Background: an optimization exercise with open tools, aiming at small area, a short achievable clock period and few clock cycles per item. Do not read the settings as production practice.
Function was checked by simulation only, so behaviour that the tests miss may differ from the original.

==> design/flow/design.v <==
module arctan #
	(
		parameter integer C_S00_AXIS_TDATA_WIDTH	= 32,
		parameter integer C_M00_AXIS_TDATA_WIDTH	= 32,
    parameter integer ITERATIONS = 16
	)
	(
		input wire  s00_axis_aclk, s00_axis_aresetn,
		input wire  s00_axis_tlast, s00_axis_tvalid,
		input wire [C_S00_AXIS_TDATA_WIDTH-1 : 0] s00_axis_tdata,
		input wire [(C_S00_AXIS_TDATA_WIDTH/8)-1: 0] s00_axis_tstrb,
		output logic  s00_axis_tready,
		input wire  m00_axis_aclk, m00_axis_aresetn,
		input wire  m00_axis_tready,
		output logic  m00_axis_tvalid, m00_axis_tlast,
		output logic [C_M00_AXIS_TDATA_WIDTH-1 : 0] m00_axis_tdata,
		output logic [(C_M00_AXIS_TDATA_WIDTH/8)-1: 0] m00_axis_tstrb
	);
  logic sv;   
  logic ov;   
  wire adv = ~sv;
  logic rdy;   
  assign s00_axis_tready = rdy;
  wire signed [15:0] x_in = s00_axis_tdata[15:0];
  wire signed [15:0] y_in = s00_axis_tdata[31:16];
  logic s0_v;
  logic [4:0] s0_side;
  logic signed [15:0] s0_x, s0_y;
  logic [1:0] s0_q;
  logic s1_v;
  logic [4:0] s1_side;
  logic signed [15:0] s1_x, s1_y;
  logic [1:0] s1_q;
  logic [0:0] s1_b;
  logic s2_v;
  logic [4:0] s2_side;
  logic signed [15:0] s2_x, s2_y;
  logic [1:0] s2_q;
  logic [1:0] s2_b;
  logic s3_v;
  logic [4:0] s3_side;
  logic signed [15:0] s3_x, s3_y;
  logic [1:0] s3_q;
  logic [2:0] s3_b;
  logic s4_v;
  logic [4:0] s4_side;
  logic signed [15:0] s4_x, s4_y;
  logic [1:0] s4_q;
  logic [3:0] s4_b;
  logic s5_v;
  logic [4:0] s5_side;
  logic signed [15:0] s5_x, s5_y;
  logic [1:0] s5_q;
  logic [4:0] s5_b;
  logic s6_v;
  logic [4:0] s6_side;
  logic signed [15:0] s6_x, s6_y;
  logic [1:0] s6_q;
  logic [5:0] s6_b;
  logic s7_v;
  logic [4:0] s7_side;
  logic signed [15:0] s7_x, s7_y;
  logic [1:0] s7_q;
  logic [6:0] s7_b;
  logic s8_v;
  logic [4:0] s8_side;
  logic signed [15:0] s8_x, s8_y;
  logic [1:0] s8_q;
  logic [7:0] s8_b;
  logic s9_v;
  logic [4:0] s9_side;
  logic signed [15:0] s9_x, s9_y;
  logic [1:0] s9_q;
  logic [8:0] s9_b;
  logic s10_v;
  logic [4:0] s10_side;
  logic signed [15:0] s10_x, s10_y;
  logic [1:0] s10_q;
  logic [9:0] s10_b;
  logic s11_v;
  logic [4:0] s11_side;
  logic signed [15:0] s11_x, s11_y;
  logic [1:0] s11_q;
  logic [10:0] s11_b;
  logic s12_v;
  logic [4:0] s12_side;
  logic signed [15:0] s12_x, s12_y;
  logic [1:0] s12_q;
  logic [11:0] s12_b;
  logic s13_v;
  logic [4:0] s13_side;
  logic signed [15:0] s13_x, s13_y;
  logic [3:0] s13_kpc;
  logic signed [18:0] s13_kk;
  logic [1:0] s13_q;
  logic [12:0] s13_b;
  logic s14_v;
  logic [4:0] s14_side;
  logic signed [18:0] s14_r;
  logic signed [4:0] s14_pc;
  logic [1:0] s14_bl;
  wire c0_neg = x_in[15];
  wire c0_yneg = y_in[15];
  logic signed [15:0] c0_xf, c0_yf;
  assign c0_xf = (x_in ^ {16{c0_neg}}) + 16'(c0_neg);
  assign c0_yf = (y_in ^ {16{c0_neg}}) + 16'(c0_neg);
  always_ff @(posedge s00_axis_aclk) begin
    if (s00_axis_aresetn == 1'b0) s0_v <= 1'b0;
    else if (adv) s0_v <= s00_axis_tvalid;
  end
  always_ff @(posedge s00_axis_aclk) begin
    if (adv) begin
      s0_x <= c0_xf;
      s0_y <= c0_yf;
      s0_q <= {c0_neg, c0_yneg};
      s0_side <= {s00_axis_tlast, s00_axis_tstrb};
    end
  end
  wire c1_d0 = ~s0_y[15];   
  logic signed [15:0] c1_x1, c1_y1;
  logic signed [15:0] c1_x1_op;
  assign c1_x1_op = (s0_y >>> 0);
  logic [16:0] c1_x1_s;
  assign c1_x1_s = {s0_x, 1'b1} + {c1_x1_op ^ {16{~c1_d0}}, ~c1_d0};
  assign c1_x1 = c1_x1_s[16:1];
  logic signed [15:0] c1_y1_op;
  assign c1_y1_op = (s0_x >>> 0);
  logic [16:0] c1_y1_s;
  assign c1_y1_s = {s0_y, 1'b1} + {c1_y1_op ^ {16{c1_d0}}, c1_d0};
  assign c1_y1 = c1_y1_s[16:1];
  logic [0:0] c1_b;
  assign c1_b = {c1_d0};
  always_ff @(posedge s00_axis_aclk) begin
    if (s00_axis_aresetn == 1'b0) s1_v <= 1'b0;
    else if (adv) s1_v <= s0_v;
  end
  always_ff @(posedge s00_axis_aclk) begin
    if (adv) begin
      s1_x <= c1_x1;
      s1_y <= c1_y1;
      s1_q <= s0_q;
      s1_b <= c1_b;
      s1_side <= s0_side;
    end
  end
  wire c2_d1 = ~s1_y[15];   
  logic signed [15:0] c2_x2, c2_y2;
  logic signed [15:0] c2_x2_op;
  assign c2_x2_op = (s1_y >>> 1);
  logic [16:0] c2_x2_s;
  assign c2_x2_s = {s1_x, 1'b1} + {c2_x2_op ^ {16{~c2_d1}}, ~c2_d1};
  assign c2_x2 = c2_x2_s[16:1];
  logic signed [15:0] c2_y2_op;
  assign c2_y2_op = (s1_x >>> 1);
  logic [16:0] c2_y2_s;
  assign c2_y2_s = {s1_y, 1'b1} + {c2_y2_op ^ {16{c2_d1}}, c2_d1};
  assign c2_y2 = c2_y2_s[16:1];
  logic [1:0] c2_b;
  assign c2_b = {c2_d1, s1_b};
  always_ff @(posedge s00_axis_aclk) begin
    if (s00_axis_aresetn == 1'b0) s2_v <= 1'b0;
    else if (adv) s2_v <= s1_v;
  end
  always_ff @(posedge s00_axis_aclk) begin
    if (adv) begin
      s2_x <= c2_x2;
      s2_y <= c2_y2;
      s2_q <= s1_q;
      s2_b <= c2_b;
      s2_side <= s1_side;
    end
  end
  wire c3_d2 = ~s2_y[15];   
  logic signed [15:0] c3_x3, c3_y3;
  logic signed [15:0] c3_x3_op;
  assign c3_x3_op = (s2_y >>> 2);
  logic [16:0] c3_x3_s;
  assign c3_x3_s = {s2_x, 1'b1} + {c3_x3_op ^ {16{~c3_d2}}, ~c3_d2};
  assign c3_x3 = c3_x3_s[16:1];
  logic signed [15:0] c3_y3_op;
  assign c3_y3_op = (s2_x >>> 2);
  logic [16:0] c3_y3_s;
  assign c3_y3_s = {s2_y, 1'b1} + {c3_y3_op ^ {16{c3_d2}}, c3_d2};
  assign c3_y3 = c3_y3_s[16:1];
  logic [2:0] c3_b;
  assign c3_b = {c3_d2, s2_b};
  always_ff @(posedge s00_axis_aclk) begin
    if (s00_axis_aresetn == 1'b0) s3_v <= 1'b0;
    else if (adv) s3_v <= s2_v;
  end
  always_ff @(posedge s00_axis_aclk) begin
    if (adv) begin
      s3_x <= c3_x3;
      s3_y <= c3_y3;
      s3_q <= s2_q;
      s3_b <= c3_b;
      s3_side <= s2_side;
    end
  end
  wire c4_d3 = ~s3_y[15];   
  logic signed [15:0] c4_x4, c4_y4;
  logic signed [15:0] c4_x4_op;
  assign c4_x4_op = (s3_y >>> 3);
  logic [16:0] c4_x4_s;
  assign c4_x4_s = {s3_x, 1'b1} + {c4_x4_op ^ {16{~c4_d3}}, ~c4_d3};
  assign c4_x4 = c4_x4_s[16:1];
  logic signed [15:0] c4_y4_op;
  assign c4_y4_op = (s3_x >>> 3);
  logic [16:0] c4_y4_s;
  assign c4_y4_s = {s3_y, 1'b1} + {c4_y4_op ^ {16{c4_d3}}, c4_d3};
  assign c4_y4 = c4_y4_s[16:1];
  logic [3:0] c4_b;
  assign c4_b = {c4_d3, s3_b};
  always_ff @(posedge s00_axis_aclk) begin
    if (s00_axis_aresetn == 1'b0) s4_v <= 1'b0;
    else if (adv) s4_v <= s3_v;
  end
  always_ff @(posedge s00_axis_aclk) begin
    if (adv) begin
      s4_x <= c4_x4;
      s4_y <= c4_y4;
      s4_q <= s3_q;
      s4_b <= c4_b;
      s4_side <= s3_side;
    end
  end
  wire c5_d4 = ~s4_y[15];   
  logic signed [15:0] c5_x5, c5_y5;
  logic signed [15:0] c5_x5_op;
  assign c5_x5_op = (s4_y >>> 4);
  logic [16:0] c5_x5_s;
  assign c5_x5_s = {s4_x, 1'b1} + {c5_x5_op ^ {16{~c5_d4}}, ~c5_d4};
  assign c5_x5 = c5_x5_s[16:1];
  logic signed [15:0] c5_y5_op;
  assign c5_y5_op = (s4_x >>> 4);
  logic [16:0] c5_y5_s;
  assign c5_y5_s = {s4_y, 1'b1} + {c5_y5_op ^ {16{c5_d4}}, c5_d4};
  assign c5_y5 = c5_y5_s[16:1];
  logic [4:0] c5_b;
  assign c5_b = {c5_d4, s4_b};
  always_ff @(posedge s00_axis_aclk) begin
    if (s00_axis_aresetn == 1'b0) s5_v <= 1'b0;
    else if (adv) s5_v <= s4_v;
  end
  always_ff @(posedge s00_axis_aclk) begin
    if (adv) begin
      s5_x <= c5_x5;
      s5_y <= c5_y5;
      s5_q <= s4_q;
      s5_b <= c5_b;
      s5_side <= s4_side;
    end
  end
  wire c6_d5 = ~s5_y[15];   
  logic signed [15:0] c6_x6, c6_y6;
  logic signed [15:0] c6_x6_op;
  assign c6_x6_op = (s5_y >>> 5);
  logic [16:0] c6_x6_s;
  assign c6_x6_s = {s5_x, 1'b1} + {c6_x6_op ^ {16{~c6_d5}}, ~c6_d5};
  assign c6_x6 = c6_x6_s[16:1];
  logic signed [15:0] c6_y6_op;
  assign c6_y6_op = (s5_x >>> 5);
  logic [16:0] c6_y6_s;
  assign c6_y6_s = {s5_y, 1'b1} + {c6_y6_op ^ {16{c6_d5}}, c6_d5};
  assign c6_y6 = c6_y6_s[16:1];
  logic [5:0] c6_b;
  assign c6_b = {c6_d5, s5_b};
  always_ff @(posedge s00_axis_aclk) begin
    if (s00_axis_aresetn == 1'b0) s6_v <= 1'b0;
    else if (adv) s6_v <= s5_v;
  end
  always_ff @(posedge s00_axis_aclk) begin
    if (adv) begin
      s6_x <= c6_x6;
      s6_y <= c6_y6;
      s6_q <= s5_q;
      s6_b <= c6_b;
      s6_side <= s5_side;
    end
  end
  wire c7_d6 = ~s6_y[15];   
  logic signed [15:0] c7_x7, c7_y7;
  logic signed [15:0] c7_x7_op;
  assign c7_x7_op = (s6_y >>> 6);
  logic [16:0] c7_x7_s;
  assign c7_x7_s = {s6_x, 1'b1} + {c7_x7_op ^ {16{~c7_d6}}, ~c7_d6};
  assign c7_x7 = c7_x7_s[16:1];
  logic signed [15:0] c7_y7_op;
  assign c7_y7_op = (s6_x >>> 6);
  logic [16:0] c7_y7_s;
  assign c7_y7_s = {s6_y, 1'b1} + {c7_y7_op ^ {16{c7_d6}}, c7_d6};
  assign c7_y7 = c7_y7_s[16:1];
  logic [6:0] c7_b;
  assign c7_b = {c7_d6, s6_b};
  always_ff @(posedge s00_axis_aclk) begin
    if (s00_axis_aresetn == 1'b0) s7_v <= 1'b0;
    else if (adv) s7_v <= s6_v;
  end
  always_ff @(posedge s00_axis_aclk) begin
    if (adv) begin
      s7_x <= c7_x7;
      s7_y <= c7_y7;
      s7_q <= s6_q;
      s7_b <= c7_b;
      s7_side <= s6_side;
    end
  end
  wire c8_d7 = ~s7_y[15];   
  logic signed [15:0] c8_x8, c8_y8;
  logic signed [15:0] c8_x8_op;
  assign c8_x8_op = (s7_y >>> 7);
  logic [16:0] c8_x8_s;
  assign c8_x8_s = {s7_x, 1'b1} + {c8_x8_op ^ {16{~c8_d7}}, ~c8_d7};
  assign c8_x8 = c8_x8_s[16:1];
  logic signed [15:0] c8_y8_op;
  assign c8_y8_op = (s7_x >>> 7);
  logic [16:0] c8_y8_s;
  assign c8_y8_s = {s7_y, 1'b1} + {c8_y8_op ^ {16{c8_d7}}, c8_d7};
  assign c8_y8 = c8_y8_s[16:1];
  logic [7:0] c8_b;
  assign c8_b = {c8_d7, s7_b};
  always_ff @(posedge s00_axis_aclk) begin
    if (s00_axis_aresetn == 1'b0) s8_v <= 1'b0;
    else if (adv) s8_v <= s7_v;
  end
  always_ff @(posedge s00_axis_aclk) begin
    if (adv) begin
      s8_x <= c8_x8;
      s8_y <= c8_y8;
      s8_q <= s7_q;
      s8_b <= c8_b;
      s8_side <= s7_side;
    end
  end
  wire c9_d8 = ~s8_y[15];   
  logic signed [15:0] c9_x9, c9_y9;
  logic signed [15:0] c9_x9_op;
  assign c9_x9_op = (s8_y >>> 8);
  logic [16:0] c9_x9_s;
  assign c9_x9_s = {s8_x, 1'b1} + {c9_x9_op ^ {16{~c9_d8}}, ~c9_d8};
  assign c9_x9 = c9_x9_s[16:1];
  logic signed [15:0] c9_y9_op;
  assign c9_y9_op = (s8_x >>> 8);
  logic [16:0] c9_y9_s;
  assign c9_y9_s = {s8_y, 1'b1} + {c9_y9_op ^ {16{c9_d8}}, c9_d8};
  assign c9_y9 = c9_y9_s[16:1];
  logic [8:0] c9_b;
  assign c9_b = {c9_d8, s8_b};
  always_ff @(posedge s00_axis_aclk) begin
    if (s00_axis_aresetn == 1'b0) s9_v <= 1'b0;
    else if (adv) s9_v <= s8_v;
  end
  always_ff @(posedge s00_axis_aclk) begin
    if (adv) begin
      s9_x <= c9_x9;
      s9_y <= c9_y9;
      s9_q <= s8_q;
      s9_b <= c9_b;
      s9_side <= s8_side;
    end
  end
  wire c10_d9 = ~s9_y[15];   
  logic signed [15:0] c10_x10, c10_y10;
  logic signed [15:0] c10_x10_op;
  assign c10_x10_op = (s9_y >>> 9);
  logic [16:0] c10_x10_s;
  assign c10_x10_s = {s9_x, 1'b1} + {c10_x10_op ^ {16{~c10_d9}}, ~c10_d9};
  assign c10_x10 = c10_x10_s[16:1];
  logic signed [15:0] c10_y10_op;
  assign c10_y10_op = (s9_x >>> 9);
  logic [16:0] c10_y10_s;
  assign c10_y10_s = {s9_y, 1'b1} + {c10_y10_op ^ {16{c10_d9}}, c10_d9};
  assign c10_y10 = c10_y10_s[16:1];
  logic [9:0] c10_b;
  assign c10_b = {c10_d9, s9_b};
  always_ff @(posedge s00_axis_aclk) begin
    if (s00_axis_aresetn == 1'b0) s10_v <= 1'b0;
    else if (adv) s10_v <= s9_v;
  end
  always_ff @(posedge s00_axis_aclk) begin
    if (adv) begin
      s10_x <= c10_x10;
      s10_y <= c10_y10;
      s10_q <= s9_q;
      s10_b <= c10_b;
      s10_side <= s9_side;
    end
  end
  wire c11_d10 = ~s10_y[15];   
  logic signed [15:0] c11_x11, c11_y11;
  logic signed [15:0] c11_x11_op;
  assign c11_x11_op = (s10_y >>> 10);
  logic [16:0] c11_x11_s;
  assign c11_x11_s = {s10_x, 1'b1} + {c11_x11_op ^ {16{~c11_d10}}, ~c11_d10};
  assign c11_x11 = c11_x11_s[16:1];
  logic signed [15:0] c11_y11_op;
  assign c11_y11_op = (s10_x >>> 10);
  logic [16:0] c11_y11_s;
  assign c11_y11_s = {s10_y, 1'b1} + {c11_y11_op ^ {16{c11_d10}}, c11_d10};
  assign c11_y11 = c11_y11_s[16:1];
  logic [10:0] c11_b;
  assign c11_b = {c11_d10, s10_b};
  always_ff @(posedge s00_axis_aclk) begin
    if (s00_axis_aresetn == 1'b0) s11_v <= 1'b0;
    else if (adv) s11_v <= s10_v;
  end
  always_ff @(posedge s00_axis_aclk) begin
    if (adv) begin
      s11_x <= c11_x11;
      s11_y <= c11_y11;
      s11_q <= s10_q;
      s11_b <= c11_b;
      s11_side <= s10_side;
    end
  end
  wire c12_d11 = ~s11_y[15];   
  logic signed [15:0] c12_x12, c12_y12;
  logic signed [15:0] c12_x12_op;
  assign c12_x12_op = (s11_y >>> 11);
  logic [16:0] c12_x12_s;
  assign c12_x12_s = {s11_x, 1'b1} + {c12_x12_op ^ {16{~c12_d11}}, ~c12_d11};
  assign c12_x12 = c12_x12_s[16:1];
  logic signed [15:0] c12_y12_op;
  assign c12_y12_op = (s11_x >>> 11);
  logic [16:0] c12_y12_s;
  assign c12_y12_s = {s11_y, 1'b1} + {c12_y12_op ^ {16{c12_d11}}, c12_d11};
  assign c12_y12 = c12_y12_s[16:1];
  logic [11:0] c12_b;
  assign c12_b = {c12_d11, s11_b};
  always_ff @(posedge s00_axis_aclk) begin
    if (s00_axis_aresetn == 1'b0) s12_v <= 1'b0;
    else if (adv) s12_v <= s11_v;
  end
  always_ff @(posedge s00_axis_aclk) begin
    if (adv) begin
      s12_x <= c12_x12;
      s12_y <= c12_y12;
      s12_q <= s11_q;
      s12_b <= c12_b;
      s12_side <= s11_side;
    end
  end
  wire c13_d12 = ~s12_y[15];   
  logic signed [15:0] c13_x13, c13_y13;
  logic signed [15:0] c13_x13_op;
  assign c13_x13_op = (s12_y >>> 12);
  logic [16:0] c13_x13_s;
  assign c13_x13_s = {s12_x, 1'b1} + {c13_x13_op ^ {16{~c13_d12}}, ~c13_d12};
  assign c13_x13 = c13_x13_s[16:1];
  logic signed [15:0] c13_y13_op;
  assign c13_y13_op = (s12_x >>> 12);
  logic [16:0] c13_y13_s;
  assign c13_y13_s = {s12_y, 1'b1} + {c13_y13_op ^ {16{c13_d12}}, c13_d12};
  assign c13_y13 = c13_y13_s[16:1];
  logic signed [18:0] c13_k, c13_k0, c13_k1, c13_k2;
  assign c13_k0 = (s12_b[4] ? (s12_b[3] ? (s12_b[2] ? (s12_b[1] ? (s12_b[0] ? 19'sd53037 : 19'sd1567) : (s12_b[0] ? 19'sd22653 : -19'sd28817)) : (s12_b[1] ? (s12_b[0] ? 19'sd36983 : -19'sd14487) : (s12_b[0] ? 19'sd6599 : -19'sd44871))) : (s12_b[2] ? (s12_b[1] ? (s12_b[0] ? 19'sd44889 : -19'sd6581) : (s12_b[0] ? 19'sd14505 : -19'sd36965)) : (s12_b[1] ? (s12_b[0] ? 19'sd28835 : -19'sd22635) : (s12_b[0] ? -19'sd1549 : -19'sd53019)))) : (s12_b[3] ? (s12_b[2] ? (s12_b[1] ? (s12_b[0] ? 19'sd48947 : -19'sd2523) : (s12_b[0] ? 19'sd18563 : -19'sd32907)) : (s12_b[1] ? (s12_b[0] ? 19'sd32893 : -19'sd18577) : (s12_b[0] ? 19'sd2509 : -19'sd48961))) : (s12_b[2] ? (s12_b[1] ? (s12_b[0] ? 19'sd40799 : -19'sd10671) : (s12_b[0] ? 19'sd10415 : -19'sd41055)) : (s12_b[1] ? (s12_b[0] ? 19'sd24745 : -19'sd26725) : (s12_b[0] ? -19'sd5639 : -19'sd57109)))));
  assign c13_k1 = (s12_b[4] ? (s12_b[3] ? (s12_b[2] ? (s12_b[1] ? (s12_b[0] ? 19'sd155980 : 19'sd104510) : (s12_b[0] ? 19'sd125596 : 19'sd74126)) : (s12_b[1] ? (s12_b[0] ? 19'sd139926 : 19'sd88456) : (s12_b[0] ? 19'sd109542 : 19'sd58072))) : (s12_b[2] ? (s12_b[1] ? (s12_b[0] ? 19'sd147832 : 19'sd96362) : (s12_b[0] ? 19'sd117448 : 19'sd65978)) : (s12_b[1] ? (s12_b[0] ? 19'sd131778 : 19'sd80308) : (s12_b[0] ? 19'sd101394 : 19'sd49924)))) : (s12_b[3] ? (s12_b[2] ? (s12_b[1] ? (s12_b[0] ? 19'sd151890 : 19'sd100420) : (s12_b[0] ? 19'sd121506 : 19'sd70036)) : (s12_b[1] ? (s12_b[0] ? 19'sd135836 : 19'sd84366) : (s12_b[0] ? 19'sd105452 : 19'sd53982))) : (s12_b[2] ? (s12_b[1] ? (s12_b[0] ? 19'sd143742 : 19'sd92272) : (s12_b[0] ? 19'sd113358 : 19'sd61888)) : (s12_b[1] ? (s12_b[0] ? 19'sd127688 : 19'sd76218) : (s12_b[0] ? 19'sd97304 : 19'sd45834)))));
  assign c13_k2 = (s12_b[4] ? (s12_b[3] ? (s12_b[2] ? (s12_b[1] ? (s12_b[0] ? -19'sd49906 : -19'sd101376) : (s12_b[0] ? -19'sd80290 : -19'sd131760)) : (s12_b[1] ? (s12_b[0] ? -19'sd65960 : -19'sd117430) : (s12_b[0] ? -19'sd96344 : -19'sd147814))) : (s12_b[2] ? (s12_b[1] ? (s12_b[0] ? -19'sd58054 : -19'sd109524) : (s12_b[0] ? -19'sd88438 : -19'sd139908)) : (s12_b[1] ? (s12_b[0] ? -19'sd74108 : -19'sd125578) : (s12_b[0] ? -19'sd104492 : -19'sd155962)))) : (s12_b[3] ? (s12_b[2] ? (s12_b[1] ? (s12_b[0] ? -19'sd53996 : -19'sd105466) : (s12_b[0] ? -19'sd84380 : -19'sd135850)) : (s12_b[1] ? (s12_b[0] ? -19'sd70050 : -19'sd121520) : (s12_b[0] ? -19'sd100434 : -19'sd151904))) : (s12_b[2] ? (s12_b[1] ? (s12_b[0] ? -19'sd62144 : -19'sd113614) : (s12_b[0] ? -19'sd92528 : -19'sd143998)) : (s12_b[1] ? (s12_b[0] ? -19'sd78198 : -19'sd129668) : (s12_b[0] ? -19'sd108582 : -19'sd160052)))));
  assign c13_k = s12_q[1] ? (s12_q[0] ? c13_k2 : c13_k1) : c13_k0;
  logic [12:0] c13_bp;
  assign c13_bp = {~s12_y[15], s12_b};
  logic [3:0] c13_pc;
  assign c13_pc = (c13_bp[12] ? (c13_bp[11] ? (c13_bp[10] ? (c13_bp[9] ? (c13_bp[8] ? (c13_bp[7] ? (c13_bp[6] ? (c13_bp[5] ? 4'd8 : 4'd7) : (c13_bp[5] ? 4'd7 : 4'd6)) : (c13_bp[6] ? (c13_bp[5] ? 4'd7 : 4'd6) : (c13_bp[5] ? 4'd6 : 4'd5))) : (c13_bp[7] ? (c13_bp[6] ? (c13_bp[5] ? 4'd7 : 4'd6) : (c13_bp[5] ? 4'd6 : 4'd5)) : (c13_bp[6] ? (c13_bp[5] ? 4'd6 : 4'd5) : (c13_bp[5] ? 4'd5 : 4'd4)))) : (c13_bp[8] ? (c13_bp[7] ? (c13_bp[6] ? (c13_bp[5] ? 4'd7 : 4'd6) : (c13_bp[5] ? 4'd6 : 4'd5)) : (c13_bp[6] ? (c13_bp[5] ? 4'd6 : 4'd5) : (c13_bp[5] ? 4'd5 : 4'd4))) : (c13_bp[7] ? (c13_bp[6] ? (c13_bp[5] ? 4'd6 : 4'd5) : (c13_bp[5] ? 4'd5 : 4'd4)) : (c13_bp[6] ? (c13_bp[5] ? 4'd5 : 4'd4) : (c13_bp[5] ? 4'd4 : 4'd3))))) : (c13_bp[9] ? (c13_bp[8] ? (c13_bp[7] ? (c13_bp[6] ? (c13_bp[5] ? 4'd7 : 4'd6) : (c13_bp[5] ? 4'd6 : 4'd5)) : (c13_bp[6] ? (c13_bp[5] ? 4'd6 : 4'd5) : (c13_bp[5] ? 4'd5 : 4'd4))) : (c13_bp[7] ? (c13_bp[6] ? (c13_bp[5] ? 4'd6 : 4'd5) : (c13_bp[5] ? 4'd5 : 4'd4)) : (c13_bp[6] ? (c13_bp[5] ? 4'd5 : 4'd4) : (c13_bp[5] ? 4'd4 : 4'd3)))) : (c13_bp[8] ? (c13_bp[7] ? (c13_bp[6] ? (c13_bp[5] ? 4'd6 : 4'd5) : (c13_bp[5] ? 4'd5 : 4'd4)) : (c13_bp[6] ? (c13_bp[5] ? 4'd5 : 4'd4) : (c13_bp[5] ? 4'd4 : 4'd3))) : (c13_bp[7] ? (c13_bp[6] ? (c13_bp[5] ? 4'd5 : 4'd4) : (c13_bp[5] ? 4'd4 : 4'd3)) : (c13_bp[6] ? (c13_bp[5] ? 4'd4 : 4'd3) : (c13_bp[5] ? 4'd3 : 4'd2)))))) : (c13_bp[10] ? (c13_bp[9] ? (c13_bp[8] ? (c13_bp[7] ? (c13_bp[6] ? (c13_bp[5] ? 4'd7 : 4'd6) : (c13_bp[5] ? 4'd6 : 4'd5)) : (c13_bp[6] ? (c13_bp[5] ? 4'd6 : 4'd5) : (c13_bp[5] ? 4'd5 : 4'd4))) : (c13_bp[7] ? (c13_bp[6] ? (c13_bp[5] ? 4'd6 : 4'd5) : (c13_bp[5] ? 4'd5 : 4'd4)) : (c13_bp[6] ? (c13_bp[5] ? 4'd5 : 4'd4) : (c13_bp[5] ? 4'd4 : 4'd3)))) : (c13_bp[8] ? (c13_bp[7] ? (c13_bp[6] ? (c13_bp[5] ? 4'd6 : 4'd5) : (c13_bp[5] ? 4'd5 : 4'd4)) : (c13_bp[6] ? (c13_bp[5] ? 4'd5 : 4'd4) : (c13_bp[5] ? 4'd4 : 4'd3))) : (c13_bp[7] ? (c13_bp[6] ? (c13_bp[5] ? 4'd5 : 4'd4) : (c13_bp[5] ? 4'd4 : 4'd3)) : (c13_bp[6] ? (c13_bp[5] ? 4'd4 : 4'd3) : (c13_bp[5] ? 4'd3 : 4'd2))))) : (c13_bp[9] ? (c13_bp[8] ? (c13_bp[7] ? (c13_bp[6] ? (c13_bp[5] ? 4'd6 : 4'd5) : (c13_bp[5] ? 4'd5 : 4'd4)) : (c13_bp[6] ? (c13_bp[5] ? 4'd5 : 4'd4) : (c13_bp[5] ? 4'd4 : 4'd3))) : (c13_bp[7] ? (c13_bp[6] ? (c13_bp[5] ? 4'd5 : 4'd4) : (c13_bp[5] ? 4'd4 : 4'd3)) : (c13_bp[6] ? (c13_bp[5] ? 4'd4 : 4'd3) : (c13_bp[5] ? 4'd3 : 4'd2)))) : (c13_bp[8] ? (c13_bp[7] ? (c13_bp[6] ? (c13_bp[5] ? 4'd5 : 4'd4) : (c13_bp[5] ? 4'd4 : 4'd3)) : (c13_bp[6] ? (c13_bp[5] ? 4'd4 : 4'd3) : (c13_bp[5] ? 4'd3 : 4'd2))) : (c13_bp[7] ? (c13_bp[6] ? (c13_bp[5] ? 4'd4 : 4'd3) : (c13_bp[5] ? 4'd3 : 4'd2)) : (c13_bp[6] ? (c13_bp[5] ? 4'd3 : 4'd2) : (c13_bp[5] ? 4'd2 : 4'd1))))))) : (c13_bp[11] ? (c13_bp[10] ? (c13_bp[9] ? (c13_bp[8] ? (c13_bp[7] ? (c13_bp[6] ? (c13_bp[5] ? 4'd7 : 4'd6) : (c13_bp[5] ? 4'd6 : 4'd5)) : (c13_bp[6] ? (c13_bp[5] ? 4'd6 : 4'd5) : (c13_bp[5] ? 4'd5 : 4'd4))) : (c13_bp[7] ? (c13_bp[6] ? (c13_bp[5] ? 4'd6 : 4'd5) : (c13_bp[5] ? 4'd5 : 4'd4)) : (c13_bp[6] ? (c13_bp[5] ? 4'd5 : 4'd4) : (c13_bp[5] ? 4'd4 : 4'd3)))) : (c13_bp[8] ? (c13_bp[7] ? (c13_bp[6] ? (c13_bp[5] ? 4'd6 : 4'd5) : (c13_bp[5] ? 4'd5 : 4'd4)) : (c13_bp[6] ? (c13_bp[5] ? 4'd5 : 4'd4) : (c13_bp[5] ? 4'd4 : 4'd3))) : (c13_bp[7] ? (c13_bp[6] ? (c13_bp[5] ? 4'd5 : 4'd4) : (c13_bp[5] ? 4'd4 : 4'd3)) : (c13_bp[6] ? (c13_bp[5] ? 4'd4 : 4'd3) : (c13_bp[5] ? 4'd3 : 4'd2))))) : (c13_bp[9] ? (c13_bp[8] ? (c13_bp[7] ? (c13_bp[6] ? (c13_bp[5] ? 4'd6 : 4'd5) : (c13_bp[5] ? 4'd5 : 4'd4)) : (c13_bp[6] ? (c13_bp[5] ? 4'd5 : 4'd4) : (c13_bp[5] ? 4'd4 : 4'd3))) : (c13_bp[7] ? (c13_bp[6] ? (c13_bp[5] ? 4'd5 : 4'd4) : (c13_bp[5] ? 4'd4 : 4'd3)) : (c13_bp[6] ? (c13_bp[5] ? 4'd4 : 4'd3) : (c13_bp[5] ? 4'd3 : 4'd2)))) : (c13_bp[8] ? (c13_bp[7] ? (c13_bp[6] ? (c13_bp[5] ? 4'd5 : 4'd4) : (c13_bp[5] ? 4'd4 : 4'd3)) : (c13_bp[6] ? (c13_bp[5] ? 4'd4 : 4'd3) : (c13_bp[5] ? 4'd3 : 4'd2))) : (c13_bp[7] ? (c13_bp[6] ? (c13_bp[5] ? 4'd4 : 4'd3) : (c13_bp[5] ? 4'd3 : 4'd2)) : (c13_bp[6] ? (c13_bp[5] ? 4'd3 : 4'd2) : (c13_bp[5] ? 4'd2 : 4'd1)))))) : (c13_bp[10] ? (c13_bp[9] ? (c13_bp[8] ? (c13_bp[7] ? (c13_bp[6] ? (c13_bp[5] ? 4'd6 : 4'd5) : (c13_bp[5] ? 4'd5 : 4'd4)) : (c13_bp[6] ? (c13_bp[5] ? 4'd5 : 4'd4) : (c13_bp[5] ? 4'd4 : 4'd3))) : (c13_bp[7] ? (c13_bp[6] ? (c13_bp[5] ? 4'd5 : 4'd4) : (c13_bp[5] ? 4'd4 : 4'd3)) : (c13_bp[6] ? (c13_bp[5] ? 4'd4 : 4'd3) : (c13_bp[5] ? 4'd3 : 4'd2)))) : (c13_bp[8] ? (c13_bp[7] ? (c13_bp[6] ? (c13_bp[5] ? 4'd5 : 4'd4) : (c13_bp[5] ? 4'd4 : 4'd3)) : (c13_bp[6] ? (c13_bp[5] ? 4'd4 : 4'd3) : (c13_bp[5] ? 4'd3 : 4'd2))) : (c13_bp[7] ? (c13_bp[6] ? (c13_bp[5] ? 4'd4 : 4'd3) : (c13_bp[5] ? 4'd3 : 4'd2)) : (c13_bp[6] ? (c13_bp[5] ? 4'd3 : 4'd2) : (c13_bp[5] ? 4'd2 : 4'd1))))) : (c13_bp[9] ? (c13_bp[8] ? (c13_bp[7] ? (c13_bp[6] ? (c13_bp[5] ? 4'd5 : 4'd4) : (c13_bp[5] ? 4'd4 : 4'd3)) : (c13_bp[6] ? (c13_bp[5] ? 4'd4 : 4'd3) : (c13_bp[5] ? 4'd3 : 4'd2))) : (c13_bp[7] ? (c13_bp[6] ? (c13_bp[5] ? 4'd4 : 4'd3) : (c13_bp[5] ? 4'd3 : 4'd2)) : (c13_bp[6] ? (c13_bp[5] ? 4'd3 : 4'd2) : (c13_bp[5] ? 4'd2 : 4'd1)))) : (c13_bp[8] ? (c13_bp[7] ? (c13_bp[6] ? (c13_bp[5] ? 4'd4 : 4'd3) : (c13_bp[5] ? 4'd3 : 4'd2)) : (c13_bp[6] ? (c13_bp[5] ? 4'd3 : 4'd2) : (c13_bp[5] ? 4'd2 : 4'd1))) : (c13_bp[7] ? (c13_bp[6] ? (c13_bp[5] ? 4'd3 : 4'd2) : (c13_bp[5] ? 4'd2 : 4'd1)) : (c13_bp[6] ? (c13_bp[5] ? 4'd2 : 4'd1) : (c13_bp[5] ? 4'd1 : 4'd0))))))));
  logic [12:0] c13_b;
  assign c13_b = {c13_d12, s12_b};
  always_ff @(posedge s00_axis_aclk) begin
    if (s00_axis_aresetn == 1'b0) s13_v <= 1'b0;
    else if (adv) s13_v <= s12_v;
  end
  always_ff @(posedge s00_axis_aclk) begin
    if (adv) begin
      s13_x <= c13_x13;
      s13_y <= c13_y13;
      s13_kpc <= c13_pc;
      s13_kk <= c13_k;
      s13_q <= s12_q;
      s13_b <= c13_b;
      s13_side <= s12_side;
    end
  end
  wire c14_d13 = ~s13_y[15];   
  logic signed [15:0] c14_y14;
  logic signed [15:0] c14_y14_op;
  assign c14_y14_op = (s13_x >>> 13);
  logic [16:0] c14_y14_s;
  assign c14_y14_s = {s13_y, 1'b1} + {c14_y14_op ^ {16{c14_d13}}, c14_d13};
  assign c14_y14 = c14_y14_s[16:1];
  wire c14_d14 = ~c14_y14[15];   
  logic signed [18:0] c14_k;
  assign c14_k = s13_kk;
  logic [18:0] c14_bv;
  assign c14_bv = {1'b0, 1'b0, 1'b0, 1'b0, 1'b0, 1'b0, 1'b0, s13_b[5], s13_b[6], s13_b[7], s13_b[8], s13_b[9], s13_b[10], s13_b[11], s13_b[12], 1'b0, 1'b0, 1'b0, 1'b0};
  logic signed [18:0] c14_r;
  logic [8:0] c14_lo;
  assign c14_lo = {1'b0, c14_k[11:4]} + {1'b0, c14_bv[11:4]};
  logic [6:0] c14_h0, c14_h1;
  assign c14_h0 = c14_k[18:12];
  assign c14_h1 = c14_k[18:12] + 7'd1;
  assign c14_r = {c14_lo[8] ? c14_h1 : c14_h0, c14_lo[7:0], c14_k[3:0]};
  logic [3:0] c14_pc;
  assign c14_pc = s13_kpc;
  logic signed [4:0] c14_t;
  assign c14_t = {3'b000, ~s13_y[15], ~s13_y[15]} - {1'b0, c14_pc};
  logic [14:0] c14_b;
  assign c14_b = {c14_d14, c14_d13, s13_b};
  always_ff @(posedge s00_axis_aclk) begin
    if (s00_axis_aresetn == 1'b0) s14_v <= 1'b0;
    else if (adv) s14_v <= s13_v;
  end
  always_ff @(posedge s00_axis_aclk) begin
    if (adv) begin
      s14_r <= c14_r;
      s14_pc <= c14_t;
      s14_bl <= c14_b[14:13];
      s14_side <= s13_side;
    end
  end
  logic signed [18:0] c15_ph;
  logic [18:0] c15_su;
  assign c15_su = {s14_r[18:1], 1'b1} + {18'(s14_pc), s14_bl[1]};
  assign c15_ph = {c15_su[18:1], s14_r[0]};
      logic signed [18:0] o_ph;
      logic signed [18:0] k_ph;
      logic [4:0] o_side, k_side;
      wire push = adv & s14_v;
      wire load_o = m00_axis_tready | ~ov;
      always_ff @(posedge s00_axis_aclk) begin
        if (s00_axis_aresetn == 1'b0) begin
          ov <= 1'b0;
          sv <= 1'b0;
        end else if (load_o) begin
          ov <= sv | push;
          sv <= 1'b0;
        end else begin
          sv <= sv | push;
        end
      end
  always_ff @(posedge s00_axis_aclk) begin
    if (s00_axis_aresetn == 1'b0) rdy <= 1'b1;
    else if (load_o) rdy <= 1'b1;
    else rdy <= ~(sv | push);
  end
      always_ff @(posedge s00_axis_aclk) begin
        if (load_o) begin
          o_ph <= sv ? 19'(k_ph) : c15_ph;
          o_side <= sv ? k_side : s14_side;
        end
        if (adv) begin
          k_ph <= c15_ph;
          k_side <= s14_side;
        end
      end
      assign m00_axis_tvalid = ov;
  logic [3:0] o_sx;
  always_ff @(posedge s00_axis_aclk) begin
    o_sx[0] <= load_o ? (sv ? k_ph[18] : c15_ph[18]) : o_ph[18];
    for (int i = 1; i < 4; i++) o_sx[i] <= load_o ? (sv ? k_ph[18] : c15_ph[18]) : o_sx[i-1];
  end
  assign m00_axis_tdata = {o_sx[3], o_sx[3], o_sx[3], o_sx[2], o_sx[2], o_sx[2], o_sx[1], o_sx[1], o_sx[1], o_sx[0], o_sx[0], o_sx[0], o_sx[0], o_ph};
      assign m00_axis_tlast = o_side[4];
      assign m00_axis_tstrb = o_side[3:0];
    endmodule
==> design/flow/run.sh <==
#!/bin/bash
# synth_recipe.tcl (not shown) runs the flow's synth.tcl, then flattens the netlist and writes it again
# the make line also repeats each setting of config.mk as NAME=value (left out here)
make -C /OpenROAD-flow-scripts/flow DESIGN_CONFIG=/design/flow/config.mk WORK_HOME=/design/flow/orfs CLKGATE_MAP_FILE= SYNTH_SCRIPT=/design/flow/synth_recipe.tcl finish
==> design/flow/config.mk <==
export PLATFORM = sky130hd
export DESIGN_NAME = arctan
export DESIGN_NICKNAME = arctan
export VERILOG_FILES = /design/flow/design.v
export SDC_FILE = /design/flow/constraint.sdc
export NUM_CORES = 4
export LEC_CHECK = 0
export CAP_MARGIN = 20
export CORE_MARGIN = 2
export CORE_UTILIZATION = 40
export CTS_CLUSTER_DIAMETER = 70
export CTS_CLUSTER_SIZE = 40
export SETUP_SLACK_MARGIN = 2.5
export SLEW_MARGIN = 20
==> design/flow/constraint.sdc <==
create_clock -name core_clock -period 5.0 [get_ports {s00_axis_aclk}]
set_input_delay 1.0000 -clock core_clock [delete_from_list [all_inputs] [get_ports {s00_axis_aclk}]]
set_output_delay 1.0000 -clock core_clock [all_outputs]
set_load 0.01 [all_outputs]
==> reports/metrics.yaml, run 1 <==
outcome: "no timing/DRC/antenna violations"
track_usage: 0.159
ys_seq_area_frac: 0.479
fin_crit_sh: 0.578
synth_common_cells: "693 x edfxtp_1, 403 x xnor2_1, 378 x ha_1"
setup_violations: 0
drtIter0Drc: 1848
synthTopCellsByArea: "edfxtp_1 46%, ha_1 10%, xnor2_1 7.8%"
multi_input_comb_area_um2: 26900
worst_pin_slew_ps: 998
synthSimpleGateAreaFrac: 0.111
rows: 123
synth-main-ff-cell: "edfxtp_1"
io_buffers: 79
yosysMostFrequentCell: "edfxtp_1"
synth_top_area_frac: 0.459
cpPeakStageDelay_ps: 500
die-area_um2: 116000
hold_path_class: "reg2reg"
drtPass1Iterations: 5
die_h_um: 341
wl_um: 98600
required_ps: 5410
synth_compound_area_frac: 0.138
crit_fanout: 5
finalCriticalPeriod_ps: 2890
finalMaxSlewViolations: 0
hpwlAfterDp_um: 64700
dpl.cell_count: 5589
insertion_delay_ps: 650
synth_edf_count: 693
fin_worst_skew_ps: 36.1
num_vias: 31900
cpMaxStageDelayCell: "edfxtp_1"
ys_warn_count: 1
yosysTopAreaCell: "edfxtp_1"
antenna_found_initial: 0
cts-root-buf: "clkbuf_16"
fin_nets: 5002
fin_cells: 6113
grt_max_degree: 133
syn-num-nets: 4524
yosysUniqueCellTypes: 81
end_kind: "flop"
clkSlewWorstSetupHoldPaths_ps: 110
syn_area_um2: 45400
diodes: 0
grt_pass1_wl_um: 154000
core_area_um2: 112000
start_util: 0.403
area_growth_pct: 27.3
slew_headroom: 0.334
async_flop_share: 0
grt-ovfl-total: 0
start_kind: "flop"
tns_ps: 0
finalHoldViolCount: 0
fillers: 9734
ys_seq_elements: 739
final-seq-area_um2: 21700
htreeDepth: 2
synthCells: 4098
max-clock-path-buffers: 3
path_common_cell: "a311o_1"
synthMuxAreaShare: 0.0141
path_cells: "buf_4, xor2_1, ha_1, nand2_1, o21ai_2, o31a_1, a311o_1, a311o_1, a21oi_2, xnor2_1"
postRouteAntennaNets: 0
wl_per_cell_um: 16.1
drv_cap: 0
synth-xor-area-share: 0.127
fmax_mhz: 346
numCtsBuffers: 48
syn_avg_cell_area_um2: 11.1
synth_top_family_by_area: "compound AO/OA/AOI/OAI gates"
grt_pass1_vias: 30100
viasPerCell: 5.21
pin_count: 82
gp_congestion: 0.845
layout-drive-gt1-share: 0.263
arrival_ps: 3300
drcViolationCount: 0
cts.sinks: 739
synthAdderAreaFrac: 0.107
tritoncts: "built"
crit_type: "reg2reg"
die_x_um: 341
rsz0062_at_grt: "true"
flip-flops by register name, indices dropped and copies added (netlist names), 19 cells and up:
register and count:
s13_kk 19, k_ph 19, o_ph 19, s14_r 19
cell type report:
type	instances	share of cell area
Timing Repair Buffer	541	0.0856
Clock inverter	36	0.00832
Sequential cell	739	0.376
Clock buffer	51	0.0214
Tap cell	1500	0.0325
Multi-Input combinational cell	3085	0.465
Inverter	161	0.0106
critical path: cells and delay by family (launching register included):
family / cells / cell delay (ps)
buf+inv: 1 / 190
fa+ha+maj: 1 / 360
flops: 1 / 500
xor+xnor: 2 / 210
compound gates: 5 / 1280
simple gates: 1 / 110
metrics by stage:
step	area (µm²)	hold slack (ps)	setup WS, ps	utilization
floorplan	46300	400	-6040	-
global placement	48400	401	1390	0.430
detailed placement	48400	405	1360	0.430
CTS	53700	397	2120	0.478
global route	57800	401	1980	0.514
finish	57800	398	2110	0.514
cells by family (layout without fill, tap and decap cells):
group                    count (synthesis)  in the layout
AND/OR/NAND/NOR                       1007           1007
multiplexers                            62             62
buffers and inverters                  275            789
adder cells (fa/ha/maj)                384            384
flip-flops                             739            739
AO/OA/AOI/OAI                          973            974
XOR/XNOR                               658            658
path summary, 6_finish.rpt:
kind,startpoint,end,slack [ps],cells after the start
worst min-delay path,s3_b[2],s4_b[2],400,0
worst max-delay path,s0_y[15],s1_x[14],2110,10
worst max register to register,s0_y[15],s1_x[14],2110,10
worst min register to register,s3_b[2],s4_b[2],400,0
cells in the final DEF, fill, tap and decap left out, types with 19 or more instances in the layout:
cell / n
a21o_1: 88
nand4_1: 49
dlygate4sd2_1: 41
buf_12: 20
o21ai_2: 46
o21ai_0: 106
inv_1: 144
mux2i_1: 47
xnor2_2: 37
ha_2: 44
buf_6: 80
nand2_1: 230
a21oi_1: 178
edfxtp_1: 693
o21a_1: 55
xnor2_4: 19
a21oi_4: 24
buf_4: 350
clkdlybuf4s50_1: 32
ha_1: 278
nor3_1: 59
a21oi_2: 91
o21bai_1: 34
and3_1: 31
ha_4: 56
nand2b_1: 69
o21ai_1: 24
o211ai_1: 38
nor3b_1: 21
nor2b_1: 52
nor2_1: 209
a31oi_1: 24
nand3_1: 68
clkbuf_16: 50
dfxtp_1: 44
xnor2_1: 347
xor2_1: 242
layer usage:
metal	global-route usage	vias up	part of all wire	wire length [µm]
met1	0.214	15200	0.45	44500
li1	-	16100	-	-
met4	0.0425	0	0.023	2280
met3	0.0178	128	0.030	2960
met5	0	-	0	0
met2	0.273	447	0.50	48900
repair_timing:
| action | in CTS | in global routing |
|---|---|---|
| gates cloned | 7 | 1 |
| endpoints found under the setup margin | 355 | 255 |
| resized for setup | 427 | 512 |
| setup buffers | 221 | 208 |
| hold buffers | 0 | 0 |
| pin swaps | 198 | 370 |
Testbench counts, summed over its fixed seeds: cycles 16,128, items 16,000.
==> inputs of run 2 (changes only) <==
--- a/design/flow/config.mk
+++ b/design/flow/config.mk
@@ -7,2 +7,3 @@
 export LEC_CHECK = 0
+export ABC_AREA = 1
 export CAP_MARGIN = 20
@@ -12,2 +13,3 @@
 export CTS_CLUSTER_SIZE = 40
+export GPL_ROUTABILITY_DRIVEN = 0
 export SETUP_SLACK_MARGIN = 2.5
==> run 2 against run 1 <==
  * Non-clock buffer count decreased by 355
  * Routed wire length fell by 1.7%
  * Global-route usage grew 0.30 points
  * Worst setup slack improved by 390 ps
  * Synthesized area increased by 0.61%
  * Cell count increased by 4.7%
  * Largest cell class unchanged
  * Fmax grew 15%
  * Via count up 0.50%
==> reports/metrics.yaml, run 2 <==
cpPeakStageDelay_ps: 420  # -80 ps
start_util: 0.405  # +0.00137
die_h_um: 342  # +0.30%
drv_cap: 0  # unchanged
busiest_layer: "met2"
rows: 123  # unchanged
cts-root-buf: "clkbuf_16"
synthCells: 4676  # +14%
ys_seq_elements: 739  # unchanged
synth-main-ff-cell: "edfxtp_1"
core_area_um2: 113000  # +0.27%
setup_violations: 0  # unchanged
hold_slack_ps: 381  # -17.0 ps
worstHoldStart: "s7_q[0]"
viasPerCell: 5.01  # -4.0%
synth_top_area_frac: 0.456  # -0.00280
ys_warn_count: 1  # unchanged
io_buffers: 79  # unchanged
grt-ovfl-total: 0  # unchanged
fin_crit_sh: 0.501  # -0.0772
reg2reg_to: "s7_y[8]"
async_flop_share: 0  # unchanged
syn_avg_cell_area_um2: 9.76  # -12%
path_buf_inv: 2  # +1
fin_nets: 5274  # +5.4%
hold_path_class: "reg2reg"
synthTopCellsByArea: "edfxtp_1 46%, ha_1 10%, xor2_1 7.9%"
crit_type: "reg2reg"
wl_per_cell_um: 15.1  # -6.1%
outcome: "no timing/DRC/antenna violations"
final_cell_mix: "886 x nand2_1, 693 x edfxtp_1, 410 x xor2_1"
rrSetupSlack_ps: 2490  # +390 ps
synth_common_cells: "900 x nand2_1, 693 x edfxtp_1, 413 x xor2_1"
max-clock-path-buffers: 3  # unchanged
cpMaxStageDelayCell: "edfxtp_1"
grt_pass1_wl_um: 155000  # +0.88%
fin_worst_skew_ps: 55.0  # +18.9 ps
tritoncts: "built"
drtPass1Iterations: 6  # +1
insertion_delay_ps: 710  # +60 ps
yosysMostFrequentCell: "nand2_1"
crit_fanout: 8  # +3
numCtsBuffers: 59  # +23%
use_met3: 0.0181  # +0.000286
grt_use_met1: 0.216  # +0.00192
hold-path-endpoint: "s8_q[0]"
layout_commonest_cell: "nand2_1"
start_kind: "flop"
diodes: 0  # unchanged
postRouteAntennaNets: 0  # unchanged
synth_edf_count: 693  # unchanged
num_vias: 32000  # +0.50%
worstRegToRegCells: 12  # +2
crit_path_start: "s6_y[15]"
yosysUniqueCellTypes: 62  # -23%
die-area_um2: 117000  # +0.61%
area_growth_pct: 13.6
htreeDepth: 2  # unchanged
arrival_ps: 2910  # -390 ps
finalCriticalPeriod_ps: 2510  # -386 ps
dp_slack_ps: 1700  # +341 ps
die_x_um: 342  # +0.30%
slew_headroom: 0.233  # -0.101
cts.sinks: 739  # unchanged
path_cells: "buf_12, buf_12, xnor2_1, ha_1, nand2_2, nor3_2, nor2_2, o21ai_1, and2_1, nor2_1, nand2_1, nand2_1"
yosysTopAreaCell: "edfxtp_1"
finalWorstSetupSlack_ps: 2490  # +386 ps
end_kind: "flop"
grt_pass1_vias: 30400  # +0.72%
grt_max_degree: 184  # +38%
rr_startpoint: "s6_y[15]"
use_met2: 0.276  # +0.00294
hpwlAfterDp_um: 72200  # +12%
required_ps: 5400  # about the same
fmax_mhz: 399  # +15%
clkSlewWorstSetupHoldPaths_ps: 80  # -30 ps
final_util: 0.460  # -0.0538
drcViolationCount: 0  # unchanged
track_usage: 0.162  # +0.00302
drtIter0Drc: 1961  # +6.1%
worst_pin_slew_ps: 1150  # +152 ps
finalMaxSlewViolations: 0  # unchanged
ys_seq_area_frac: 0.476  # -0.00293
finalHoldViolCount: 0  # unchanged
pin_count: 82  # unchanged
tns_ps: 0  # unchanged
layout-drive-gt1-share: 0.0798  # -0.183
wl_um: 96900  # -1.7%
hold_path_depth: 0  # unchanged
syn-num-nets: 5102  # +13%
antenna_found_initial: 2  # +2
critPathTopFamily: "simple AND/OR/NAND/NOR gates"
syn_area_um2: 45700  # +0.61%
rsz0062_at_grt: "true"
-- run 2: timing repair --
| item | 4_1_cts | 5_1_grt |
|---|---|---|
| resized for setup | 71 | 183 |
| setup endpoints to repair | 327 | 145 |
| buffers inserted | 40 | 54 |
| hold buffers | 0 | 0 |
| pin swaps | 0 | 58 |
-- run 2: how the worst max path moves through the flow --
stage | endpoint | slack [ps] | cells past startpoint
after CTS | s3_y[13] | 2500 | 10
after global routing | s10_x[15] | 2390 | 12
after detailed placement | s4_y[15] | 1700 | 10
final | s7_y[8] | 2490 | 12
after floorplan | s0_q[0] | 2400 | 3
after global placement | s4_y[15] | 1740 | 10
-- run 2: kinds of logic (layout without fill, tap and decap cells) --
| group | Yosys count | count (layout) | share of synthesized area |
|---|---|---|---|
| DFF | 739 | 739 | 0.476 |
| xor gates and xnor gates | 681 | 681 | 0.132 |
| adders and majority gates | 383 | 383 | 0.106 |
| AOI/OAI and AO/OA | 832 | 832 | 0.102 |
| muxes | 1 | 1 | 0.000247 |
| buffers and inverters | 471 | 694 | 0.0410 |
| and+or+nand+nor | 1569 | 1569 | 0.143 |
-- run 2: through the flow --
stage	std cells	cell area, µm²
floorplan	4676	45800
global placement	6193	48200
detailed placement	6193	48200
CTS	6345	50900
global route	6399	51900
finish	6399	51900
-- run 2: area by class of cell --
class | instances | area (µm²)
Multi-Input combinational cell | 3466 | 22800
Fill cell | 10600 | 60900
Timing Repair Buffer | 186 | 1720
Tap cell | 1500 | 1880
Clock inverter | 49 | 736
Clock buffer | 63 | 1500
Sequential cell | 739 | 21700
Inverter | 396 | 1520
-- run 2: metal layers --
layer / up-vias / wire [µm]
li1: 16500 / -
met4: 0 / 2820
met3: 148 / 3090
met5: - / 0
met1: 14800 / 44500
met2: 530 / 46500
==> inputs of run 3 (changes only) <==
--- a/design/flow/config.mk
+++ b/design/flow/config.mk
@@ -13,4 +13,3 @@
 export CTS_CLUSTER_SIZE = 40
-export GPL_ROUTABILITY_DRIVEN = 0
-export SETUP_SLACK_MARGIN = 2.5
+export SETUP_SLACK_MARGIN = 2.4
 export SLEW_MARGIN = 20
==> run 3 against run 2 <==
  * Still clean on timing, DRC and antenna
  * Clock skew down 0.97 ps
  * Synthesized area unchanged
  * First-iteration DRC count up 1.5%
  * Die area unchanged
  * Hold slack better by 6.7 ps
  * Largest cell class unchanged
==> reports/metrics.yaml, run 3 <==
outcome: "no timing/DRC/antenna violations"
yosysUniqueCellTypes: 62  # unchanged
hold_path_class: "reg2reg"
finalHoldViolCount: 0  # unchanged
cpPeakStageDelay_ps: 480  # +60 ps
dp_slack_ps: 1740  # +35.4 ps
cts.sinks: 739  # unchanged
io_buffers: 79  # unchanged
ys_warn_count: 1  # unchanged
cts-root-buf: "clkbuf_16"
core_area_um2: 113000  # unchanged
final_cell_mix: "897 x nand2_1, 693 x edfxtp_1, 412 x xor2_1"
fin_crit_sh: 0.504  # +0.00279
layout_commonest_cell: "nand2_1"
slew_headroom: 0.399  # +0.167
syn_area_um2: 45700  # unchanged
clkSlewWorstSetupHoldPaths_ps: 80  # about the same
hpwlAfterDp_um: 73000  # +1.1%
synth-main-ff-cell: "edfxtp_1"
fmax_mhz: 397  # -0.55%
crit_fanout: 5  # -3
antenna_found_initial: 0  # -2
rr_startpoint: "s9_y[15]"
worst_pin_slew_ps: 901  # -250 ps
drtPass1Iterations: 5  # -1
fin_worst_skew_ps: 54.0  # -0.970 ps
fillers: 10600  # +0.075%
area_growth_pct: 11.7
syn-num-nets: 5102  # unchanged
viasPerCell: 4.98  # -0.62%
grt_pass1_wl_um: 157000  # +0.95%
fin_cells: 6359  # -0.63%
cpMaxStageDelayCell: "edfxtp_1"
rows: 123  # unchanged
die_h_um: 342  # unchanged
worstHoldStart: "s5_q[0]"
diodes: 0  # unchanged
fin_nets: 5236  # -0.72%
numCtsBuffers: 59  # unchanged
drtIter0Drc: 1990  # +1.5%
final-seq-area_um2: 21700  # about the same
layout-drive-gt1-share: 0.0535  # -0.0263
ys_seq_area_frac: 0.476  # unchanged
wl_per_cell_um: 15.3  # +0.79%
gp_congestion: 0.885
yosysMostFrequentCell: "nand2_1"
insertion_delay_ps: 700  # about the same
start_kind: "flop"
drcViolationCount: 0  # unchanged
finalWorstSetupSlack_ps: 2480  # -13.9 ps
rsz0062_at_grt: "true"
synthTopCellsByArea: "edfxtp_1 46%, ha_1 10%, xor2_1 7.9%"
multi_input_comb_area_um2: 22300  # -1.9%
track_usage: 0.164  # +0.00192
dpl.cell_count: 6195  # +0.032%
drv_cap: 0  # unchanged
required_ps: 5420  # +20 ps
hold_buffers: 0  # unchanged
syn_avg_cell_area_um2: 9.76  # unchanged
synth_edf_count: 693  # unchanged
pin_count: 82  # unchanged
wl_um: 97100  # +0.16%
finalCriticalPeriod_ps: 2520  # +13.9 ps
htreeDepth: 2  # unchanged
synthCells: 4676  # unchanged
max-clock-path-buffers: 3  # unchanged
tritoncts: "built"
async_flop_share: 0  # unchanged
die_x_um: 342  # unchanged
setup_violations: 0  # unchanged
crit_path_start: "s9_y[15]"
synth_common_cells: "900 x nand2_1, 693 x edfxtp_1, 413 x xor2_1"
arrival_ps: 2940  # +30 ps
tns_ps: 0  # unchanged
postRouteAntennaNets: 0  # unchanged
yosysTopAreaCell: "edfxtp_1"
ys_seq_elements: 739  # unchanged
path_cells: "buf_6, buf_4, xor2_1, ha_1, nand2_2, nor2_2, nand3b_1, o211ai_1, nand2_1, nor2_2, nand2_1, nand2_2, nand2_2"
grt_pass1_vias: 30400  # +0.096%
synth_top_area_frac: 0.456  # unchanged
die-area_um2: 117000  # unchanged
path_common_cell: "nand2_2"
num_vias: 31600  # -1.2%
crit_type: "reg2reg"
grt-ovfl-total: 0  # unchanged
end_kind: "flop"
finalMaxSlewViolations: 0  # unchanged
grt_max_degree: 167  # -9.2%
start_util: 0.405  # unchanged
==> run 3: cell types whose count changed in the layout (fill, tap and decap cells not counted), moves of 13 or more <==
cell / delta
buf_4: -33
a21oi_1: +23
a21oi_2: -23
o21ai_0: +14
ha_1: +13
==> run 3: routing by layer <==
| metal | global-route usage | part of all wire |
|---|---|---|
| met5 | 0 | 0 |
| met4 | 0.0552 | 0.031 |
| met3 | 0.0184 | 0.034 |
| met2 | 0.275 | 0.47 |
| met1 | 0.221 | 0.47 |
==> run 3: area by class of cell <==
| class | count | area share |
|---|---|---|
| multi-input cells | 3466 | 0.438 |
| flip-flops and latches | 739 | 0.426 |
| inverters | 396 | 0.0297 |
| clock buffers | 62 | 0.0302 |
| repair buffers | 148 | 0.0267 |
| clock inverters | 48 | 0.0122 |
| well taps | 1500 | 0.0368 |
==> run 3: worst paths after layout <==
check	endpoint	slack, ps	cells past startpoint
worst max-delay path	s10_x[15]	2480	13
worst min-delay path	s6_q[0]	390	0
worst max register to register	s10_x[15]	2480	13
worst min register to register	s6_q[0]	390	0
==> run 3: cell families (layout without fill, tap and decap cells) <==
family          count (synthesis)  in the layout  share of synthesized area
buf+inv                       471            654                     0.0410
mux                             1              1                   0.000247
simple gates                 1569           1569                      0.143
flops                         739            739                      0.476
xor+xnor                      681            681                      0.132
compound gates                832            832                      0.102
fa+ha+maj                     383            383                      0.106
==> run 3: stage by stage <==
stage | hold WS, ps | util | instance area, µm²
6_report | 388 | 0.452 | 51000
5_1_grt | 396 | 0.452 | 51000
4_1_cts | 375 | 0.449 | 50700
3_5_place_dp | 405 | 0.427 | 48100
3_3_place_gp | 401 | 0.427 | 48100
2_1_floorplan | 400 | - | 45700
==> run 3: critical path, delay by kind of cell, from the launching register on <==
kind	cells	cell delay, ps
flops	1	480
simple gates	8	810
compound gates	1	170
fa+ha+maj	1	370
buf+inv	2	290
xor+xnor	1	160
==> run 3: what timing repair did <==
| item | CTS | global route |
|---|---|---|
| setup endpoints to repair | 709 | 99 |
| gates resized for setup | 57 | 91 |
| buffers inserted | 37 | 16 |
| pin swaps | 0 | 14 |
==> inputs of run 4 (changes only) <==
--- a/design/flow/config.mk
+++ b/design/flow/config.mk
@@ -13,3 +13,3 @@
 export CTS_CLUSTER_SIZE = 40
-export SETUP_SLACK_MARGIN = 2.4
+export SETUP_SLACK_MARGIN = 2.55
 export SLEW_MARGIN = 20
==> run 4 against run 3 <==
  * Via count rose by 1.7%
  * Die area unchanged
  * Register-to-register slack better by 70 ps
  * Hold slack got worse by 49 ps
  * Global-route usage rose by 0.21 points
  * Non-clock buffer count rose by 76
  * Worst setup slack better by 70 ps
  * Cell count is 1.3% higher
  * Sequential cell count unchanged
  * Critical path type unchanged
==> reports/metrics.yaml, run 4 <==
outcome: "no timing/DRC/antenna violations"
track_usage: 0.166  # +0.00212
worst_pin_slew_ps: 1020  # +120 ps
finalHoldViolCount: 0  # unchanged
fin_worst_skew_ps: 86.7  # +32.7 ps
tritoncts: "built"
core_area_um2: 113000  # unchanged
drtPass1Iterations: 6  # +1
start_kind: "flop"
diodes: 0  # unchanged
slew_headroom: 0.319  # -0.0801
arrival_ps: 2960  # +20 ps
synth-main-ff-cell: "edfxtp_1"
viasPerCell: 4.99  # +0.36%
drcViolationCount: 0  # unchanged
layout-drive-gt1-share: 0.108  # +0.0543
synth_common_cells: "900 x nand2_1, 693 x edfxtp_1, 413 x xor2_1"
drv_cap: 0  # unchanged
fin_cells: 6442  # +1.3%
ys_seq_elements: 739  # unchanged
start_util: 0.405  # unchanged
fin_crit_sh: 0.490  # -0.0139
crit_path_start: "s9_y[15]"
rr_startpoint: "s9_y[15]"
tns_ps: 0  # unchanged
num_vias: 32200  # +1.7%
io_buffers: 79  # unchanged
worstHoldStart: "s4_b[1]"
rows: 123  # unchanged
fin_nets: 5316  # +1.5%
cts-root-buf: "clkbuf_16"
postRouteAntennaNets: 0  # unchanged
gp_congestion: 0.871  # -1.6%
grt_max_degree: 193  # +16%
fillers: 10600  # -0.56%
antenna_found_initial: 1  # +1
yosysUniqueCellTypes: 62  # unchanged
setup_violations: 0  # unchanged
ys_seq_area_frac: 0.476  # unchanged
hpwlAfterDp_um: 73300  # +0.45%
htreeDepth: 2  # unchanged
grt_pass1_vias: 30600  # +0.79%
syn-num-nets: 5102  # unchanged
crit_type: "reg2reg"
hold_buffers: 0  # unchanged
final_cell_mix: "879 x nand2_1, 693 x edfxtp_1, 408 x xor2_1"
rsz0062_at_grt: "true"
die_h_um: 342  # unchanged
die_x_um: 342  # unchanged
dpl.cell_count: 6194  # -0.016%
cts.sinks: 739  # unchanged
die-area_um2: 117000  # unchanged
synthTopCellsByArea: "edfxtp_1 46%, ha_1 10%, xor2_1 7.9%"
yosysTopAreaCell: "edfxtp_1"
yosysMostFrequentCell: "nand2_1"
crit_fanout: 8  # +3
required_ps: 5510  # +90 ps
grt_pass1_wl_um: 159000  # +1.6%
layout_commonest_cell: "nand2_1"
async_flop_share: 0  # unchanged
max-clock-path-buffers: 3  # unchanged
wl_um: 99500  # +2.5%
end_kind: "flop"
ys_warn_count: 1  # unchanged
syn_area_um2: 45700  # unchanged
synth_edf_count: 693  # unchanged
fmax_mhz: 408  # +2.8%
insertion_delay_ps: 740  # +40 ps
clkSlewWorstSetupHoldPaths_ps: 90  # about the same
numCtsBuffers: 60  # +1.7%
syn_avg_cell_area_um2: 9.76  # unchanged
synthCells: 4676  # unchanged
hold_path_class: "reg2reg"
wl_per_cell_um: 15.4  # +1.2%
synth_top_area_frac: 0.456  # unchanged
pin_count: 82  # unchanged
drtIter0Drc: 1985  # -0.25%
area_growth_pct: 15.8
grt-ovfl-total: 0  # unchanged
finalCriticalPeriod_ps: 2450  # -69.6 ps
finalMaxSlewViolations: 0  # unchanged
==> run 4: cell counts after synthesis <==
No cell type changed its count.
==> run 4: cell families after synthesis <==
| logic type | share of synthesized area |
|---|---|
| AND/OR/NAND/NOR | 0.143 |
| AO/OA/AOI/OAI | 0.102 |
| flip-flops | 0.476 |
| XOR/XNOR | 0.132 |
| buffers and inverters | 0.0410 |
| adder cells (fa/ha/maj) | 0.106 |
| multiplexers | 0.000247 |
==> run 4: worst max-delay path, stage by stage (launching register included) <==
cell	delay [ps]
edfxtp_1	490
buf_12	190
buf_4	150
xnor2_4	140
buf_12	150
buf_4	130
buf_4	130
ha_4	210
a21oi_2	220
o31ai_4	110
a21oi_2	160
nand2_1	80
nand2_1	70
nand2_1	60
==> run 4: metrics by stage <==
step	hold slack [ps]	worst slack, ps	util	area (µm²)
finish	339	2550	0.469	52900
global route	336	2400	0.469	52900
CTS	328	2450	0.453	51100
detailed placement	405	1800	0.427	48200
global placement	400	1820	0.427	48200
floorplan	400	2410	-	45800
==> run 4: timing repair <==
action                                  4_1_cts  5_1_grt
endpoints found under the setup margin      300      205
gates resized for setup                     127      311
cloned                                        0        3
setup buffers                                51       80
pin swaps                                    14       99
==> run 4: worst paths after layout <==
path,cells after the start,end,slack [ps]
min,0,s5_b[1],340
min reg2reg,0,s5_b[1],340
max reg2reg,13,s10_y[15],2550
max,13,s10_y[15],2550
==> run 4: per-layer routing <==
metal	part of all wire	GRT usage	routed length [µm]
met5	0	0	0
met4	0.022	0.0446	2180
met3	0.033	0.0171	3250
met2	0.49	0.287	48500
met1	0.46	0.222	45600
==> run 4: area by class of cell <==
cell class | count | area, µm² | share of cell area
Multi-Input combinational cell | 3469 | 23400 | 0.442
Sequential cell | 739 | 21700 | 0.411
Timing Repair Buffer | 224 | 2110 | 0.0399
Tap cell | 1500 | 1880 | 0.0355
Inverter | 396 | 1520 | 0.0287
Clock buffer | 62 | 1510 | 0.0285
Clock inverter | 52 | 749 | 0.0142

==> port drivers added, routing unchanged <==
Ports are ideal in the flow. The routed layouts listed here were re-timed in OpenROAD. Step 1 (the two cells are an assumption about what drives the block):
set clk [get_ports {s00_axis_aclk}]
set_driving_cell -lib_cell sky130_fd_sc_hd__clkbuf_16 $clk
set_driving_cell -lib_cell sky130_fd_sc_hd__buf_2 [delete_from_list [all_inputs] $clk]
Step 2, shift: input delay + t, output delay - t, t = (earliest + latest rising clock arrival at the registers) / 2. This alone moves slack from input paths to output paths. Slacks: ideal ports / drivers / drivers and shift; pairs: ideal ports / drivers.
| run | t, ns | setup WS [ns] | clock arrival spread, ns |
|---|---|---|---|
| run 1 | 0.712 | 2.108 / 2.108 / 1.896 | 0.041 / 0.041 |
| run 2 | 0.751 | 2.494 / 2.494 / 1.994 | 0.056 / 0.056 |
| run 3 | 0.746 | 2.480 / 2.431 / 1.931 | 0.055 / 0.054 |
| run 4 | 0.770 | 2.549 / 2.549 / 2.013 | 0.089 / 0.089 |
After both steps setup and hold are still met in every run listed. The setup slack of run 3, which loses most, moves by -0.049 ns with the drivers and by -0.549 ns with both steps.
